Source: an optimization exercise on an open RTL-to-GDS flow (aim: small area). Production flows keep margins and buffers that such runs may drop. Only simulation tests tie the RTL to the original design; equivalence was not proved. No activity file was given, so power comes from the tool's default toggle rates.

Setup of main:
==> flow/design.v (excerpt) <==
module fb_read_control #
(
    parameter int BURST_SIZE = 48,
    parameter int PIXEL_SIZE = 24,
    parameter int MEMORY_WIDTH = 128,
    parameter int VOUT_WIDTH = 1280,
    parameter int VOUT_HEIGHT = 720,
    parameter int VOUT_H_FRONT_PORCH = 110,
    parameter int VOUT_H_SYNC_WIDTH = 40,
    parameter int VOUT_H_BACK_PORCH = 220,
    parameter int VOUT_V_FRONT_PORCH = 5,
    parameter int VOUT_V_SYNC_WIDTH = 5,
    parameter int VOUT_V_BACK_PORCH = 20,
    parameter BACKGROUND_TYPE = "GRADIENT"
)
(
    input  logic                    rstn_i,
    input  logic                    vout_clk_i,
    output logic                    vout_hsync_o,
    output logic                    vout_vsync_o,
    output logic                    vout_de_o,
    output logic [7:0]              vout_r_o,
    output logic [7:0]              vout_g_o,
    output logic [7:0]              vout_b_o,
    output logic [10:0]             vout_h_count_o,
    output logic [9:0]              vout_v_count_o,
    input  logic [9:0]              vin_width_i,
    input  logic [8:0]              vin_height_i,
    input  logic [10:0]             vout_width_i,
    input  logic [9:0]              vout_height_i,
    input  logic [PIXEL_SIZE-1:0]   vout_bg_color_i,
    output logic                    vout_buf_data_req_o,
    output logic [8:0]              vout_buf_rd_line_o,
    output logic [9:0]              vout_buf_rd_pixel_o,
    output logic [9:0]              vout_buf_rd_word_o,
    input  logic                    vout_buf_rd_complete_i,
    output logic                    vout_frame_update_o,
    output logic                    vout_buf_rd_en_o,
    input  logic [23:0]             vout_buf_rd_data_i
);
Size: roughly 660 cells after synthesis, about 170 I/O pins, ~6400 um^2 of cells after synthesis.
==> flow/config.mk <==
export PLATFORM = sky130hd
export DESIGN_NAME = fb_read_control
export DESIGN_NICKNAME = fb_read_control
export VERILOG_FILES = /design/flow/design.v
export SDC_FILE = /design/flow/constraint.sdc
export NUM_CORES = 4
export LEC_CHECK = 0
export CAP_MARGIN = 20
export CORE_MARGIN = 2
export CORE_UTILIZATION = 40
export SLEW_MARGIN = 20
==> flow/constraint.sdc <==
create_clock -name core_clock -period 8.0 [get_ports {vout_clk_i}]
set_input_delay 1.6000 -clock core_clock [delete_from_list [all_inputs] [get_ports {vout_clk_i}]]
set_output_delay 1.6000 -clock core_clock [all_outputs]
set_load 0.01 [all_outputs]
standard.sh (not shown) runs the stock make flow with config.mk's settings and CLKGATE_MAP_FILE= SYNTH_SCRIPT=/design/flow/synth_recipe.tcl, a recipe that flattens the netlist after the stock synthesis.
==> flow/flow/run.sh <==
#!/bin/bash
# Layout flow: the standard ORFS flow (standard.sh) with these changes:
#  - port buffers use the smallest buffer cell (buf_1);
#  - clock tree synthesis uses clkbuf_4/clkbuf_8 and inserts no dummy loads;
#  - after the standard synthesis, the combinational logic is optimised further; registers are
#    untouched. flow/polarity.py removes inverters around full-adder cells, then ABC maps the
#    logic between registers and full adders again with an area-oriented script
#    (flow/abc_resynth.script), once with the half-adder cells kept and once with them opened up;
#    the smaller netlist is used. Each netlist is proven equal to the synthesized one (flip-flops
#    cut into ports, SAT miter); a netlist that is not proven equal is not used.
# Each tool writes its full output to its own log file in this folder.
set -uo pipefail
export BUFFER_PORTS_ARGS="-buffer_cell sky130_fd_sc_hd__buf_1"
export CTS_ARGS="-sink_clustering_enable -repair_clock_nets -dont_use_dummy_load -buf_list {sky130_fd_sc_hd__clkbuf_4 sky130_fd_sc_hd__clkbuf_8}"
R=orfs/results/${FLOW_PLATFORM:-sky130hd}/fb_read_control/base
LIB=$FLOW_HOME/platforms/sky130hd/lib/sky130_fd_sc_hd__tt_025C_1v80.lib
PERIOD_PS=$(awk "BEGIN{print int(${FLOW_PERIOD_NS:-8} * 1000)}")

bash standard.sh synth > synth.log 2>&1 || exit 1
cp "$R/1_2_yosys.v" synth_netlist.v
python3 flow/cutff.py synth_netlist.v eq_gold.v > cutff.log 2>&1 || exit 1

# prove NETLIST equal to the synthesized one; log to equiv_TAG.log
prove() {
  python3 flow/cutff.py "$1" "eq_$2.v" >> cutff.log 2>&1 || return 1
  yosys -p "read_liberty -overwrite -ignore_miss_func $LIB; read_verilog eq_gold.v; rename fb_read_control gold; read_verilog eq_$2.v; rename fb_read_control gate; hierarchy -check; flatten; miter -equiv -flatten -make_outputs gold gate miter; hierarchy -top miter; sat -verify -prove trigger 0 miter" > "equiv_$2.log" 2>&1
}
# cell area of a netlist
area() {
  yosys -p "read_liberty -lib $LIB; read_verilog $1; stat -liberty $LIB" > "area_$2.log" 2>&1
  awk '/Chip area for module/ {print $NF}' "area_$2.log" | tail -1
}

use=synth_netlist.v
best=$(area synth_netlist.v synth)
start=synth_netlist.v
if python3 flow/polarity.py synth_netlist.v polarity_netlist.v > polarity.log 2>&1 && prove polarity_netlist.v polarity; then
  start=polarity_netlist.v
  a=$(area polarity_netlist.v polarity)
  if awk "BEGIN{exit !($a < $best)}"; then use=polarity_netlist.v; best=$a; fi
fi
# resynthesis keeping these cells: flip-flops, tie cells, full adders (and half adders in "ha")
for tag in noha ha; do
  pat='__(df|edf|conb|fa_)'
  [[ $tag == ha ]] && pat='__(df|edf|conb|fa_|ha_)'
  KEEP=$(grep -o "sky130_fd_sc_hd__[a-z0-9_]*" $start | sort -u | grep -E "$pat" | tr '\n' ' ')
  out=resynth_$tag.v
  if yosys -p "read_liberty -overwrite -ignore_miss_func $LIB; read_verilog $start; blackbox $KEEP; hierarchy -top fb_read_control; flatten; opt_clean; abc -script flow/abc_resynth.script -liberty $LIB $(cat flow/dont_use.txt) -constr flow/abc.constr -D $PERIOD_PS; opt_clean -purge; write_verilog -noattr -noexpr $out" > "resynth_$tag.log" 2>&1 && prove $out $tag; then
    a=$(area $out $tag)
    if awk "BEGIN{exit !($a < $best)}"; then use=$out; best=$a; fi
  fi
done
echo "using $use, cell area $best" > netlist_choice.log
if [[ $use != synth_netlist.v ]]; then
  cp $use "$R/1_2_yosys.v"
  rm -f "$R/1_synth.odb" "$R/1_synth.sdc"
fi

bash standard.sh > standard_flow.log 2>&1
Other scripts of this flow, unchanged in this note and not shown: flow/flow/abc.constr, flow/flow/abc_resynth.script, flow/flow/cutff.py, flow/flow/dont_use.txt, flow/flow/polarity.py
Here is what was changed in the inputs of the feature branch compared with main.
-- flow/design.v --
<<< main, line 17
    assign co = c[W];
endmodule
module fbr_sum_eq2
(
    input  logic        sel_v,
    input  logic [10:0] a,
    input  logic [10:0] b,
    input  logic        ci,
    output logic        eq
);
    logic [10:0] k;
    logic [10:0] x;
    logic [10:0] ok;
    assign k = sel_v ? 11'd389 : 11'd1009;
    assign x = a ^ b ^ k;
    assign ok[0] = (x[0] == ci);
    genvar i;
    generate
        for (i = 1; i < 11; i = i + 1) begin : g_bit
            assign ok[i] = (((a[i-1] & b[i-1]) | (x[i-1] & (a[i-1] ^ b[i-1]))) == x[i]);
        end
>>> the feature branch, line 17
    assign co = c[W];
endmodule
module fbr_sum_eq #(parameter int W = 8, parameter logic [W-1:0] K = '0)
(
    input  logic [W-1:0] a,
    input  logic [W-1:0] b,
    input  logic         ci,
    output logic         eq
);
    logic [W-1:0] x;    
    logic [W-1:0] ok;
    assign x = a ^ b ^ K;
    assign ok[0] = (x[0] == ci);
    genvar i;
    generate
        for (i = 1; i < W; i = i + 1) begin : g_bit
            assign ok[i] = (((a[i-1] & b[i-1]) | (x[i-1] & (a[i-1] ^ b[i-1]))) == x[i]);
        end
<<< main, line 86
wire v_last = (v == 10'd749);
wire h_zero = (h == 11'd0);
logic bg_valid;
assign vout_frame_update_o = h_zero & (v == 10'd0) & bg_valid;
logic [10:0] h_inc;
logic [9:0]  v_inc;
>>> the feature branch, line 83
wire v_last = (v == 10'd749);
wire h_zero = (h == 11'd0);
logic [10:0] h_inc;
logic [9:0]  v_inc;
<<< main, line 97
        h <= 0;
        v <= 0;
    end else begin
        if (h_last) begin
            h <= 0;
>>> the feature branch, line 92
        h <= 0;
        v <= 0;
        vout_frame_update_o <= 0;
    end else begin
        vout_frame_update_o <= h_last & v_last;
        if (h_last) begin
            h <= 0;
<<< main, line 115
wire [9:0]  qv = {1'b0, vout_height_i[9:1]};
wire [10:0] qh = {1'b0, vout_width_i[10:1]};
logic hit;
fbr_sum_eq2 u_hit (.sel_v(h_last),
                   .a(h_last ? {1'b0, v} : h),
                   .b(h_last ? (in_v ? {1'b1, ~qv} : {1'b0, qv}) : (active ? ~qh : qh)),
                   .ci(h_last ? (in_v | vout_height_i[0]) : (active | vout_width_i[0])),
                   .eq(hit));
assign v_hit = hit;
assign h_hit = hit;
logic [10:0] xcnt;
logic [9:0]  cx;
>>> the feature branch, line 112
wire [9:0]  qv = {1'b0, vout_height_i[9:1]};
wire [10:0] qh = {1'b0, vout_width_i[10:1]};
fbr_sum_eq #(10, 10'd389)  u_v_hit (.a(v), .b(in_v ? ~qv : qv), .ci(in_v | vout_height_i[0]), .eq(v_hit));
fbr_sum_eq #(11, 11'd1009) u_h_hit (.a(h), .b(active ? ~qh : qh), .ci(active | vout_width_i[0]), .eq(h_hit));
logic [10:0] xcnt;
logic [9:0]  cx;
<<< main, line 153
    end else begin
        prev_active <= active;
        if (h_last) begin
            in_v <= in_v ^ v_hit;
            active <= 0;
        end else if (active) begin
            active <= !h_hit;
        end else begin
            active <= in_v & h_hit;
        end
    end
end
>>> the feature branch, line 144
    end else begin
        prev_active <= active;
        if (h_last) in_v <= in_v ^ v_hit;
        if (active) active <= !h_hit;
        else        active <= in_v & h_hit;
    end
end
<<< main, line 237
fbr_add #(8) u_bg1 (.a(vout_bg_color_i[15:8]),  .b(hv), .ci(1'b0), .s(bg_next[15:8]),  .co(bg_co[1]));
fbr_add #(8) u_bg2 (.a(vout_bg_color_i[23:16]), .b(hv), .ci(1'b0), .s(bg_next[23:16]), .co(bg_co[2]));
wire  show_bg = bg_valid & ~prev_active;
assign {vout_r_o, vout_g_o, vout_b_o} = ({24{prev_active}} & vout_buf_rd_data_i) | ({24{show_bg}} & bg);
>>> the feature branch, line 223
fbr_add #(8) u_bg1 (.a(vout_bg_color_i[15:8]),  .b(hv), .ci(1'b0), .s(bg_next[15:8]),  .co(bg_co[1]));
fbr_add #(8) u_bg2 (.a(vout_bg_color_i[23:16]), .b(hv), .ci(1'b0), .s(bg_next[23:16]), .co(bg_co[2]));
logic bg_valid;
wire  show_bg = bg_valid & ~prev_active;
assign {vout_r_o, vout_g_o, vout_b_o} = ({24{prev_active}} & vout_buf_rd_data_i) | ({24{show_bg}} & bg);
==> run summary <==
~same fraction of area in multi-input gates in the feature branch and main
Largest power group: combinational logic -> main, registers -> the feature branch
Going from main to the feature branch, flop-to-flop setup slack now smaller; final cycle utilization of the critical path now larger; maximum fanout encountered on the critical timing path now larger.
Of the two candidates, main has the better clock skew and the feature branch the worse one.
Looking at met3 usage, the feature branch sits 0.79 points above main.
Average routed wire per standard cell in the feature branch vs main: up 9.1%
As of the feature branch, number of cells on the worst reg-to-reg path had fallen by a little under 10% compared to main.
Area added between synthesis and finish, the feature branch and main: smaller value in the feature branch
Relative to main, the global router's overall resource usage of the feature branch is higher by 0.87 points.

[re-timing with driven ports]
The results above use ideal ports. As a check the final layouts listed here were re-extracted and re-timed, cells and wires unchanged.
Step 1: set_driving_cell puts a clkbuf_16 on vout_clk_i and a buf_2 on each other input, an assumption about the parent block.
Step 2, shift: input delay + t, output delay - t, t = (earliest + latest rising clock arrival at the registers) / 2. This alone moves slack from input paths to output paths.
Slacks: ideal ports / drivers / drivers and shift; pairs: ideal ports / drivers.
| run | t (ns) | setup slack, ns | clock arrival spread, ns | slew at the worst register clock pin (ns) |
|---|---|---|---|---|
| main | 0.411 | 0.443 / 0.457 / 0.046 | 0.033 / 0.033 | 0.11 / 0.11 |
| the feature branch | 0.409 | 0.343 / 0.354 / -0.055 | 0.038 / 0.038 | 0.11 / 0.11 |
With both steps, setup timing fails in the feature branch, where it was met with ideal ports. For the feature branch, which loses most, drivers alone change the setup slack by +0.011 ns; drivers and shift together by -0.398 ns.
